This design comes from an exercise in tuning for small area, a short achievable clock period and few clock cycles per item on the open sky130 flow, not from production work.
In this exercise RTL edits were held to simulation tests only and were not proved equivalent to the original.
Power is estimated from default activity; no workload was simulated.

==> v24: inputs <==
Design gactx_tile, start of the top module:
module gactx_tile (
    input         clk,
    input         rst,
    input         start,
    input  [155:0] in_param,
    input         reverse_ref_in,
    input         reverse_query_in,
    input         complement_ref_in,
    input         complement_query_in,
    input  [3:0]  ref_length,
    input  [3:0]  query_length,
    output [3:0]  ref_bram_rd_addr,
    input  [7:0]  ref_bram_data_in,
    output [3:0]  query_bram_rd_addr,
    input  [7:0]  query_bram_data_in,
    input  [11:0] y_in,
    input         start_last,
    output [11:0] max_score,
    output [3:0]  H_offset,
    input  [3:0]  max_H_offset,
    output [3:0]  V_offset,
    input  [3:0]  max_V_offset,
    output [3:0]  ref_max_score_pos,
    output [3:0]  query_max_score_pos,
    output [7:0]  num_tb_steps,
    output [1:0]  dir,
    output        dir_valid,
    output        done
);
make LEC_CHECK=0 ABC_CLOCK_PERIOD_IN_PS=5000 CAP_MARGIN=20 CORE_MARGIN=2 CORE_UTILIZATION=55 SETUP_SLACK_MARGIN=3.5 SLEW_MARGIN=20 finish   # period 10.0 ns
run.sh (not shown) runs the stock make flow with config.mk's settings and CLKGATE_MAP_FILE= SYNTH_SCRIPT=/design/flow/synth_recipe.tcl, a recipe that flattens the netlist after the stock synthesis.
==> v2 (differences from v24) <==
--- a/flow/design.v
+++ b/flow/design.v
@@ -37,49 +37,79 @@
             default : out_param = {{(4*PE_WIDTH){1'b0}}};
         endcase
     end
 endmodule
 module DP_BRAM #( 
   parameter ADDR_WIDTH = 4,
   parameter DATA_WIDTH = 8,
-  parameter ASYNC_READ = 0
+  parameter ASYNC_READ = 0,
+  parameter USED = 2**ADDR_WIDTH
 )(
   input clk,
   input rst,
   input [ADDR_WIDTH-1:0] raddr,
   input [ADDR_WIDTH-1:0] waddr,
   input wr_en,
   input [DATA_WIDTH-1:0] data_in,
   output [DATA_WIDTH-1:0] data_out);
-  localparam DEPTH = 2**ADDR_WIDTH;
+  localparam DEPTH = USED;
   reg [DATA_WIDTH*DEPTH-1:0] mem;
+  wire [DATA_WIDTH-1:0] rd_word = (raddr < DEPTH) ? mem[raddr*DATA_WIDTH +: DATA_WIDTH] : {DATA_WIDTH{1'b0}};
   genvar g;
   generate
   for (g = 0; g < DEPTH; g = g + 1) begin : entry
       always @(posedge clk) begin
           if (rst)
               mem[g*DATA_WIDTH +: DATA_WIDTH] <= {DATA_WIDTH{1'b0}};
           else if (wr_en == 1 && waddr == g)
               mem[g*DATA_WIDTH +: DATA_WIDTH] <= data_in;
       end
   end
   endgenerate
   generate
   if (ASYNC_READ) begin : rd_async
-      assign data_out = mem[raddr*DATA_WIDTH +: DATA_WIDTH];
+      assign data_out = rd_word;
   end
   else begin : rd_sync
       reg [DATA_WIDTH-1:0] data_out_r;
       always @(posedge clk) begin
-          data_out_r <= mem[raddr*DATA_WIDTH +: DATA_WIDTH];
+          data_out_r <= rd_word;
       end
       assign data_out = data_out_r;
   end
   endgenerate
 endmodule
+module DIR_MEM #(
+  parameter ADDR_WIDTH = 6,
+  parameter USED = 2**ADDR_WIDTH
+)(
+  input clk,
+  input rst,
+  input [ADDR_WIDTH-1:0] waddr,
+  input wr_en,
+  input [3:0] data_in,
+  input [ADDR_WIDTH-1:0] raddr_a,
+  input [ADDR_WIDTH-1:0] raddr_b,
+  output [1:0] data_a,
+  output [1:0] data_b);
+  reg [4*USED-1:0] mem;
+  genvar g;
+  generate
+  for (g = 0; g < USED; g = g + 1) begin : entry
+      always @(posedge clk) begin
+          if (rst)
+              mem[g*4 +: 4] <= 4'b0;
+          else if (wr_en == 1 && waddr == g)
+              mem[g*4 +: 4] <= data_in;
+      end
+  end
+  endgenerate
+  assign data_a = (raddr_a < USED) ? mem[raddr_a*4+2 +: 2] : 2'b0;
+  assign data_b = (raddr_b < USED) ? mem[raddr_b*4 +: 2] : 2'b0;
+endmodule
 module mux_1OfN #(
     parameter NUM_PORTS_WIDTH = 2,
     parameter DATA_WIDTH = 32,
     parameter REG_OUT = 1
 )(
     input clk,
     input [NUM_PORTS_WIDTH-1:0] select,
@@ -489,26 +519,40 @@
   wire [ADDR_WIDTH-1:0] next_addr_mod;
   wire [REF_LEN_WIDTH-1:0] next_V_offset;
   wire [REF_LEN_WIDTH-1:0] next_H_offset;
   assign done = (state == DONE);
   assign dir_valid = (state == CALC) && (dir != 0);
   assign addr_valid = (next_state == CALC);
   assign dir = next_pe_state;
-  assign start_pos_addr = position_addr;
-  assign next_stop_pos_addr = position_addr;
+  reg [REF_LEN_WIDTH-1:0] position_addr_nxt;
+  always @(*) begin
+      position_addr_nxt = position_addr;
+      if (!rst) begin
+          if (state == WAIT)
+              position_addr_nxt = (max_stripe_num > 0) ? (max_stripe_num - 1) : 0;
+          else if (state == CALC && (next_pe_state == M || next_pe_state == V) && next_pe == 0 && position_addr > 0)
+              position_addr_nxt = position_addr - 1;
+      end
+  end
+  assign start_pos_addr = position_addr_nxt;
+  assign next_stop_pos_addr = position_addr_nxt;
+  reg [ADDR_WIDTH-1:0] stripe_off1;    
+  reg [ADDR_WIDTH-1:0] stripe_off2;    
+  always @(posedge clk) begin
+      curr_start_pos <= start_pos;
+      curr_stop_pos <= next_stop_pos;
+      stripe_off1 <= start_pos - next_stop_pos - 1;
+      stripe_off2 <= start_pos - next_stop_pos - 2;
+  end
   assign next_pe_decr_mod = (next_pe == 0) ? MAX_PE : (next_pe - 1);
-  assign next_addr_mod = (next_pe == 0) ? (next_addr - next_stop_pos + start_pos -2) : (next_addr - 1);
+  assign next_addr_mod = (next_pe == 0) ? (next_addr + stripe_off2) : (next_addr - 1);
   assign next_addr_diag = next_addr_mod;
   assign next_pe_diag = next_pe_decr_mod;
   assign next_V_offset = ((next_pe_state == M) || (next_pe_state == V)) ? (V_offset + 1) : V_offset;
   assign next_H_offset = ((next_pe_state == M) || (next_pe_state == H)) ? (H_offset + 1) : H_offset;
-  always @(*) begin
-      curr_start_pos = start_pos;
-      curr_stop_pos = next_stop_pos;
-  end
   always @(posedge clk) begin
       if (rst) begin
           state <= WAIT;
       end
       else begin
           state <= next_state;
           case (state)
@@ -555,29 +599,29 @@
                       end
                       else begin
                           if(mod_count == 0 && ((stripe0 == 1 && next_pe > 0) || (stripe0 == 0))) begin
                               final_V <= 1;
                               next_pe_state <= V;
                               if (next_pe == 0 && stripe0 == 0) begin
                                   next_pe <= MAX_PE;
-                                  next_addr <= next_addr - curr_stop_pos + curr_start_pos - 1;
+                                  next_addr <= next_addr + stripe_off1;
                               end
                               else begin
                                   next_pe <= next_pe - 1;
                               end
                           end
                           else if ((next_pe==0 && mod_count > 0) && (next_addr < curr_stop_pos) && (stripe0 == 1)) begin
                               next_pe_state <= H;
                               final_H <= 1;
                               mod_count <= mod_count - 1;
                               next_addr <= next_addr - 1;
                           end
                           else begin 
                               if (next_pe == 0 && stripe0 == 0) begin
-                                  next_addr <= next_addr - curr_stop_pos + curr_start_pos - 2;
+                                  next_addr <= next_addr + stripe_off2;
                                   next_pe <= MAX_PE;
                               end
                               else begin
                                   next_addr <= next_addr - 1;
                                   next_pe <= next_pe - 1;
                               end
                               next_pe_state <= input_dir_diag[1:0];
@@ -600,15 +644,15 @@
                           if ((next_pe == 0 && mod_count > 0) && (next_addr < curr_stop_pos) && (stripe0 == 1)) begin
                               next_pe_state <= H; 
                               final_H <= 1;
                           end
                           else begin
                               if (next_pe == 0 && stripe0 == 0) begin
                                   next_pe <= MAX_PE;
-                                  next_addr <= next_addr - curr_stop_pos + curr_start_pos -1;
+                                  next_addr <= next_addr + stripe_off1;
                               end
                               else begin
                                   next_pe <= next_pe - 1;
                               end
                               if(input_dir[2] == 0 || final_V) begin
                                   next_pe_state <= V;
                               end
@@ -656,15 +700,16 @@
           BLOCK0:
               next_state = BLOCK1;
           BLOCK1:
               next_state = BLOCK2;
           BLOCK2:
               next_state = CALC;
           CALC:
-              if ((next_pe_state == ZERO) || (next_H_offset == max_H_offset) || (next_V_offset == max_V_offset))
+              if ((next_pe_state == ZERO) || (next_H_offset == max_H_offset) || (next_V_offset == max_V_offset)
+                  || (next_pe == 0 && next_addr == 0))
                   next_state = DONE;
               else
                   next_state = CALC;
           DONE:
               next_state = WAIT;
       endcase
   end
@@ -691,21 +736,21 @@
     output reg [REF_LEN_WIDTH-1:0] ref_bram_rd_addr, 
     input [7:0] ref_bram_data_in,
     output reg [PARAM_ADDR_WIDTH-1:0] query_bram_rd_addr,
     input [7:0] query_bram_data_in,
     input [PE_WIDTH-1:0] y_in, 
     input start_last,
     output reg [PE_WIDTH-1:0] max_score,
-    output reg [REF_LEN_WIDTH-1:0] H_offset,
+    output [REF_LEN_WIDTH-1:0] H_offset,
     input [REF_LEN_WIDTH-1:0] max_H_offset,
-    output reg [QUERY_LEN_WIDTH-1:0] V_offset,
+    output [QUERY_LEN_WIDTH-1:0] V_offset,
     input [QUERY_LEN_WIDTH-1:0] max_V_offset,
     output reg [REF_LEN_WIDTH-1:0] ref_max_score_pos,
     output reg [QUERY_LEN_WIDTH-1:0] query_max_score_pos,
-    output reg [(REF_LEN_WIDTH + (QUERY_LEN_WIDTH - LOG_NUM_PE))+LOG_NUM_PE-1:0] num_tb_steps,
+    output [(REF_LEN_WIDTH + (QUERY_LEN_WIDTH - LOG_NUM_PE))+LOG_NUM_PE-1:0] num_tb_steps,
     output wire [1:0] dir,
     output wire dir_valid,
     output done);
     localparam PARAM_WIDTH = 4 * PE_WIDTH;
     localparam V_FIFO_DEPTH_WIDTH = REF_LEN_WIDTH;
     localparam M_FIFO_DEPTH_WIDTH = REF_LEN_WIDTH;
     localparam F_FIFO_DEPTH_WIDTH = REF_LEN_WIDTH;
@@ -717,14 +762,16 @@
     wire [PARAM_WIDTH-1:0] param_out;
     reg [REF_LEN_WIDTH-1:0] curr_ref_len;
     reg [QUERY_LEN_WIDTH-1:0] curr_query_len;
     reg reverse_query, reverse_ref;
     reg complement_query, complement_ref;
     reg rst_pe[NUM_PE-1:0];
     reg [3:0] state;
+    reg prev_continue;
+    always @(posedge clk) prev_continue <= (state == STREAM_CONTINUE);
     wire [3:0] ref_nt; 
     wire [3:0] query_nt; 
     wire [4*NUM_PE-1:0] select_dir_data_in;
     wire [PE_WIDTH-1:0] sub_A_in;
     wire [PE_WIDTH-1:0] sub_C_in;
     wire [PE_WIDTH-1:0] sub_G_in;
     wire [PE_WIDTH-1:0] sub_T_in;
@@ -914,15 +961,18 @@
             end
         end
         assign stop = gen_levels[LOG_NUM_PE-1].gen_nodes[0].out;
     endgenerate
     assign dir = bt_logic_dir_out; 
     assign dir_valid = bt_logic_dir_valid;
     assign param = (curr_query_len > query_length) ? 0 : param_out;
-    assign done = (state == DONE);
+    assign done = (state == BT_WAIT) && bt_logic_done;
+    assign H_offset = bt_logic_H_offset;
+    assign V_offset = bt_logic_V_offset;
+    assign num_tb_steps = bt_logic_num_tb_steps;
     assign init_V = (start_pos == 0) ? reg_init_V : ((2'b11) << (PE_WIDTH-2));  
     assign init_M = ((2'b11) << (PE_WIDTH-2));
     assign y = y_in;
     reg [PE_WIDTH-1:0] max_with_y_r;
     always @(posedge clk) max_with_y_r <= global_max_out[NUM_PE-1] - y_in;
     assign max_with_y = max_with_y_r;
     assign start_final = ~stop_prev & stop;
@@ -994,16 +1044,14 @@
     always @(posedge clk) begin
       if (rst) begin
           set_param <= 0;
           last <= 0;
           first_query_block <= 1'b0;
           first_element_first_query_block <= 1'b0;
           curr_query_len <= 0;
-          H_offset <= 0;
-          V_offset <= 0;
           init_in_0 <= 0;
           compute_global_max_in_0 <= 0;
           wr_start_pos_counter_reg <= 0;
           wr_stop_pos_counter_reg <= 0;
           ref_max_score_pos <=0;
           query_max_score_pos <= 0;
           ref_bram_rd_addr <= 0;
@@ -1023,14 +1071,27 @@
                   gap_open <= in_param[2*PE_WIDTH-1-:PE_WIDTH];
                   gap_extend <= in_param[PE_WIDTH-1:0];
                   first_query_block <= 1'b1;
                   first_start <= 1'b0;
                   last_query_sent <= 0;
                   ref_max_score_pos <=0;
                   query_max_score_pos <= 0;
+                  if (start) begin
+                      wr_start_pos_counter_reg <= 0;
+                      wr_stop_pos_counter_reg <= 0;
+                      prev_start_pos <= 0;
+                      if (reverse_query_in) begin
+                          query_bram_rd_addr <= query_length - 1;
+                      end
+                      else begin
+                          query_bram_rd_addr <= 0;
+                      end
+                      reg_init_V <= in_param[2*PE_WIDTH-1-:PE_WIDTH];
+                      current_position <= 0;
+                  end
               end
               READ_PARAM_FIFO: begin
                   wr_start_pos_counter_reg <= 0;
                   wr_stop_pos_counter_reg <= 0;
                   prev_start_pos <= 0;
                   if (reverse_query) begin
                       query_bram_rd_addr <= query_length - 1;
@@ -1125,22 +1186,15 @@
                   compute_global_max_in_0 <= 0;
                   first_query_block <= 0;
                   current_position <= current_position + stop_pos - prev_start_pos + 1;
                   wr_start_pos_counter_reg <= wr_start_pos_counter_reg +1;
                   wr_stop_pos_counter_reg <= wr_stop_pos_counter_reg +1;
                   reg_init_V <= reg_init_V + gap_extend;
               end
-              BT_WAIT: begin
-                  if (bt_logic_done) begin
-                      H_offset <= bt_logic_H_offset;
-                      V_offset <= bt_logic_V_offset;
-                      num_tb_steps <= bt_logic_num_tb_steps;
-                  end
-              end
-              BT_START: begin
+              COMPUTE_MAX_WAIT: if (compute_max_out[NUM_PE-1] == 1'b1) begin
                   max_score <= V_out[NUM_PE-1];
                   ref_max_score_pos <= max_ref_mod_out[NUM_PE-1];
                   query_max_score_pos <= (max_query_mod_out[NUM_PE-1] << LOG_NUM_PE) + max_query_pos_out[NUM_PE-1];
               end
           endcase
       end
   end
@@ -1337,52 +1391,56 @@
           .curr_ref_mod(start_pos_pe[k])
       );
   end
   endgenerate
   generate
   for (k = 0; k < NUM_PE; k = k + 1) 
   begin:bram_dir_gen
-      assign select_dir_data_in[4*(k+1)-1:4*k] = bt_bram_data_out[k];
-      assign bt_bram_addr[k] = (bt_logic_next_pe == k) ? bt_logic_next_addr : bt_logic_next_addr_diag;
       assign pe_dir_valid_y_drop[k] = pe_dir_valid[k] & ((k==0) ? start_transmit_in[1] : start_transmit_out[k]);
   end
   endgenerate
   generate
   for (j = 2; j < NUM_PE; j=j+1) 
   begin:systolic_transmit_connections
       assign start_transmit_in[j] = start_transmit_out[j-1];
   end
   endgenerate
   generate
     assign start_transmit_in[1] = ((first_query_block && (start_pos_pe[0]-1)==0) || (~first_query_block && ((start_final == 1 && stop_done == 1 && start_pos_pe[0]-1 < stop_pos+1) || (init_out[0]==1 && stop ==1 && stop_done==1 && start_pos_pe[0]-1 >=start_pos && start_pos_pe[0]-1<=stop_pos)))) | start_done;
   endgenerate
+  wire [1:0] bt_rd_a [0:NUM_PE-1];
+  wire [1:0] bt_rd_b [0:NUM_PE-1];
   generate
   for (k = 0; k < NUM_PE; k = k + 1) 
   begin:bram_gen
-      DP_BRAM #(
+      DIR_MEM #(
           .ADDR_WIDTH(BT_BRAM_ADDR_WIDTH),
-          .DATA_WIDTH(4),  
-          .ASYNC_READ(1)
+          .USED(48)  
       ) bt_dp_bram (
       .clk(clk),
       .rst(rst),
       .waddr(pe_dir_addr[k]),
-      .raddr(bt_bram_addr[k]),
       .wr_en(pe_dir_valid[k]),
       .data_in(pe_dir[k]),
-      .data_out(bt_bram_data_out[k]));
+      .raddr_a(bt_logic_next_addr),
+      .raddr_b((k == NUM_PE-1) ? bt_logic_next_addr_diag : (bt_logic_next_addr - 1'b1)),
+      .data_a(bt_rd_a[k]),
+      .data_b(bt_rd_b[k]));
   end
   endgenerate
+  assign bt_logic_input_dir = {bt_rd_a[bt_logic_next_pe], 2'b00};
+  assign bt_logic_input_dir_diag = {2'b00, bt_rd_b[bt_logic_next_pe_diag]};
   assign wr_start_pos_en = wr_start_pos_en_reg | state_wr_en_reg;
   assign start_pos_in  = start_pos_in_reg;
   assign wr_start_pos_counter = wr_start_pos_counter_reg;
   DP_BRAM #(
       .ADDR_WIDTH(REF_LEN_WIDTH),
       .DATA_WIDTH(REF_LEN_WIDTH),
-      .ASYNC_READ(1)
+      .ASYNC_READ(1),
+      .USED(4)  
   ) start_pos_dpbram
   (
       .clk(clk),
       .rst(rst),
       .raddr(bt_start_pos_addr),
       .waddr(wr_start_pos_counter),
       .wr_en(wr_start_pos_en),
@@ -1391,15 +1449,16 @@
   );
   assign wr_stop_pos_en = wr_stop_pos_en_reg | state_wr_en_reg;
   assign stop_pos_in  = stop_pos_in_reg;
   assign wr_stop_pos_counter = wr_stop_pos_counter_reg;
   DP_BRAM #(
       .ADDR_WIDTH(REF_LEN_WIDTH),
       .DATA_WIDTH(REF_LEN_WIDTH),
-      .ASYNC_READ(1)
+      .ASYNC_READ(1),
+      .USED(4)  
   ) stop_pos_dpbram
   (
       .clk(clk),
       .rst(rst),
       .raddr(bt_next_stop_pos_addr),
       .waddr(wr_stop_pos_counter),
       .wr_en(wr_stop_pos_en),
@@ -1407,15 +1466,16 @@
       .data_out(bt_next_stop_pos)
   );
   assign V_intern_fifo_wr_en = init_out[NUM_PE-1];
   assign V_intern_fifo_wr_data_in = V_out[NUM_PE-1];
   assign V_dpbram_waddr = start_pos_pe[NUM_PE-1]-1;
   DP_BRAM #(
       .ADDR_WIDTH(REF_LEN_WIDTH),
-      .DATA_WIDTH(PE_WIDTH)
+      .DATA_WIDTH(PE_WIDTH),
+      .USED(15)  
   ) V_dpbram
   (
       .clk(clk),
       .rst(rst),
       .raddr(first_pe_counter),
       .waddr(V_dpbram_waddr),
       .wr_en(V_intern_fifo_wr_en),
@@ -1423,15 +1483,16 @@
       .data_out(V_intern_fifo_rd_data_out)
   );
   assign M_intern_fifo_wr_en = init_out[NUM_PE-1]; 
   assign M_intern_fifo_wr_data_in = M_out[NUM_PE-1];
   assign M_dpbram_waddr = start_pos_pe[NUM_PE-1]-1;
   DP_BRAM #(
       .ADDR_WIDTH(REF_LEN_WIDTH),
-      .DATA_WIDTH(PE_WIDTH)
+      .DATA_WIDTH(PE_WIDTH),
+      .USED(15)  
   ) M_dpbram
   (
       .clk(clk),
       .rst(rst),
       .raddr(first_pe_counter),
       .waddr(M_dpbram_waddr),
       .wr_en(M_intern_fifo_wr_en),
@@ -1439,15 +1500,16 @@
       .data_out(M_intern_fifo_rd_data_out)
   );
   assign F_intern_fifo_wr_en = init_out[NUM_PE-1];
   assign F_intern_fifo_wr_data_in = F_out[NUM_PE-1];
   assign F_dpbram_waddr = start_pos_pe[NUM_PE-1]-1;
   DP_BRAM #(
       .ADDR_WIDTH(REF_LEN_WIDTH),
-      .DATA_WIDTH(PE_WIDTH)
+      .DATA_WIDTH(PE_WIDTH),
+      .USED(15)  
   ) F_dpbram
   (
       .clk(clk),
       .rst(rst),
       .raddr(first_pe_counter),
       .waddr(F_dpbram_waddr),
       .wr_en(F_intern_fifo_wr_en),
@@ -1455,26 +1517,27 @@
       .data_out(F_intern_fifo_rd_data_out)
   );
   assign E_intern_fifo_wr_en = init_out[NUM_PE-1];
   assign E_intern_fifo_wr_data_in = E_out[NUM_PE-1];
   assign E_dpbram_waddr = start_pos_pe[NUM_PE-1]-1;
   DP_BRAM #(
       .ADDR_WIDTH(REF_LEN_WIDTH),
-      .DATA_WIDTH(PE_WIDTH)
+      .DATA_WIDTH(PE_WIDTH),
+      .USED(15)  
   ) E_dpbram
   (
       .clk(clk),
       .rst(rst),
       .raddr(first_pe_counter),
       .waddr(E_dpbram_waddr),
       .wr_en(E_intern_fifo_wr_en),
       .data_in(E_intern_fifo_wr_data_in),
       .data_out(E_intern_fifo_rd_data_out)
   );
-  assign bt_logic_start = (state == BT_START);
+  assign bt_logic_start = (state == COMPUTE_MAX_WAIT) && (compute_max_out[NUM_PE-1] == 1'b1);
   assign bt_logic_max_score_addr = max_ref_pos_out[NUM_PE-1];
   assign bt_logic_max_score_mod_addr = max_ref_mod_out[NUM_PE-1];
   assign bt_logic_max_score_pe = max_query_pos_out[NUM_PE-1];
   assign bt_logic_max_score_pe_state = max_pe_state_out[NUM_PE-1];  
   assign bt_max_stripe_num = max_stripe_num_out[NUM_PE-1];
   GACTX_BTLogic #(
       .ADDR_WIDTH(BT_BRAM_ADDR_WIDTH),
@@ -1506,43 +1569,23 @@
       .H_offset(bt_logic_H_offset),
       .max_H_offset(max_H_offset),
       .V_offset(bt_logic_V_offset),
       .max_V_offset(max_V_offset),
       .num_tb_steps(bt_logic_num_tb_steps),
       .done(bt_logic_done)
   );
-  mux_1OfN #( 
-      .NUM_PORTS_WIDTH(LOG_NUM_PE),
-      .DATA_WIDTH(4),
-      .REG_OUT(0)
-  ) dir_select (
-      .clk(clk),
-      .select (bt_logic_next_pe), 
-      .data_in (select_dir_data_in),
-      .data_out (bt_logic_input_dir)
-  );
-  mux_1OfN #( 
-      .NUM_PORTS_WIDTH(LOG_NUM_PE),
-      .DATA_WIDTH(4),
-      .REG_OUT(0)
-  ) dir_select_diag (
-      .clk(clk),
-      .select (bt_logic_next_pe_diag), 
-      .data_in (select_dir_data_in),
-      .data_out (bt_logic_input_dir_diag)
-  );
   always @(posedge clk) begin
       if(rst) begin
           state <= WAIT;
       end
       else begin
           case (state)
               WAIT: begin
                   if (start) begin
-                      state <= READ_PARAM_FIFO;
+                      state <= SET_PARAM;
                   end
               end
               READ_PARAM_FIFO: begin
                   state <= SET_PARAM;
               end
               SET_PARAM: begin
                   if (set_param[NUM_PE-2] == 1) begin
@@ -1582,37 +1625,40 @@
                       else if(start_pos_pe[0] >= ref_length) begin
                           state <= STREAM_REF_STOP;
                       end
                   end
               end
               STREAM_REF_STOP: begin
                   if (curr_query_len >= query_length) begin
-                      state <= STREAM_REF_DONE;
+                      if (prev_continue)
+                          state <= COMPUTE_MAX_START;
+                      else
+                          state <= STREAM_REF_DONE;
                   end
                   else begin
                       state <= SET_PARAM;
                   end
               end
               STREAM_REF_DONE: begin
                   state <= COMPUTE_MAX_START;
               end
               COMPUTE_MAX_START: begin
                   state <= COMPUTE_MAX_WAIT;
               end
               COMPUTE_MAX_WAIT: begin
                   if (compute_max_out[NUM_PE-1] == 1'b1) begin
-                      state <= BT_START;
+                      state <= BT_WAIT;
                   end
               end
               BT_START: begin
                   state <= BT_WAIT;
               end
               BT_WAIT: begin
                   if (bt_logic_done) begin
-                      state <= DONE;
+                      state <= WAIT;
                   end
               end
               DONE: begin
                   state <= WAIT;
               end
           endcase
       end
==> flow/config.mk (replaced) <==
export PLATFORM = sky130hd
export DESIGN_NAME = gactx_tile
export DESIGN_NICKNAME = gactx_tile
export VERILOG_FILES = /design/flow/design.v
export SDC_FILE = /design/flow/constraint.sdc
export NUM_CORES = 4
export LEC_CHECK = 0
export ABC_CLOCK_PERIOD_IN_PS = 4000
export CAP_MARGIN = 20
export CORE_MARGIN = 2
export CORE_UTILIZATION = 55
export SETUP_SLACK_MARGIN = 5
export SLEW_MARGIN = 20
==> v39 (differences from v24) <==
==> flow/config.mk (replaced) <==
export PLATFORM = sky130hd
export DESIGN_NAME = gactx_tile
export DESIGN_NICKNAME = gactx_tile
export VERILOG_FILES = /design/flow/design.v
export SDC_FILE = /design/flow/constraint.sdc
export NUM_CORES = 4
export LEC_CHECK = 0
export CAP_MARGIN = 20
export CORE_MARGIN = 2
export CORE_UTILIZATION = 40
export SLEW_MARGIN = 20
==> qor summary <==
| item | v2 | v39 | v24 |
|---|---|---|---|
| Run status | no timing/DRC/antenna violations | no timing/DRC/antenna violations | no timing/DRC/antenna violations |
| Clk pin slew, worst setup/hold paths | 0.06 ns | 0.07 ns | 0.06 ns |
| Seq_cells | 2,427 | 2,814 | 2,814 |
| Maximum ir drop on the vdd rail | 0.000275 V | 0.000276 V | 0.000215 V |
| Buffers and inverters on the worst path | 3 | 5 | 7 |
| Adder-cell share of the synthesized area | 10.9% | 9.61% | 9.61% |
| Leakage dissipation | 57.2 nW | 66.4 nW | 66.7 nW |
| Area share of xor/xnor cells in the synthesized design | 2.62% | 2.21% | 2.21% |
| Slew HR | 13.5% | 13.4% | 17.5% |
| Total via count in the routed design | 120,229 | 127,178 | 129,193 |
| Final Cell Area | 152,000 sq um | 174,000 sq um | 173,000 sq um |
| Area growth from synthesis to layout | 11.5% | 12.4% | 11.9% |
| Pwr dens | 255 nW/um^2 | 237 nW/um^2 | 238 nW/um^2 |
| Routed length on met2 | 213,000 um | 236,000 um | 231,000 um |
| Final Total Pwr | 38.9 mW | 41.3 mW | 41.2 mW |
| Placed Area | 142,000 sq um | 163,000 sq um | 161,000 sq um |
Testbench counts of v24, summed over its fixed seeds: cycles 14,821, tiles 192.
Testbench counts of v2, summed over its fixed seeds: cycles 13,887, tiles 192.
Testbench counts of v39, summed over its fixed seeds: cycles 14,821, tiles 192.

## separate check: timing with driven ports
No port has a modelled driver above. Below, the same layouts with a new extraction and two added sets of constraints.
Step 1 sets driving cells, clkbuf_16 on the clock port and buf_2 on the other inputs (assumed; they add their load-dependent delay and slew).
Step 2 adds t to the input delays and takes it off the output delays; t is the mean of the earliest and latest rising clock arrival at the registers after step 1. Input paths then give back, and output paths get back, about the clock's delay inside the block.
Slacks: ideal / step 1 / step 2; pairs: ideal / step 1.
run | t, ns | setup slack, ns | hold slack, ns | slew at the worst register clock pin (ns)
v24 | 1.016 | 3.517 / 3.517 / 3.517 | 0.430 / 0.430 / 0.430 | 0.07 / 0.07
v2 | 1.010 | 5.050 / 5.050 / 4.278 | 0.444 / 0.444 / 0.444 | 0.07 / 0.07
v39 | 1.059 | 1.850 / 1.850 / 1.850 | 0.442 / 0.442 / 0.442 | 0.07 / 0.07
After both steps setup and hold are still met in every run listed. For v2, which loses most, drivers alone change the setup slack by 0.000 ns; drivers and shift together by -0.772 ns.
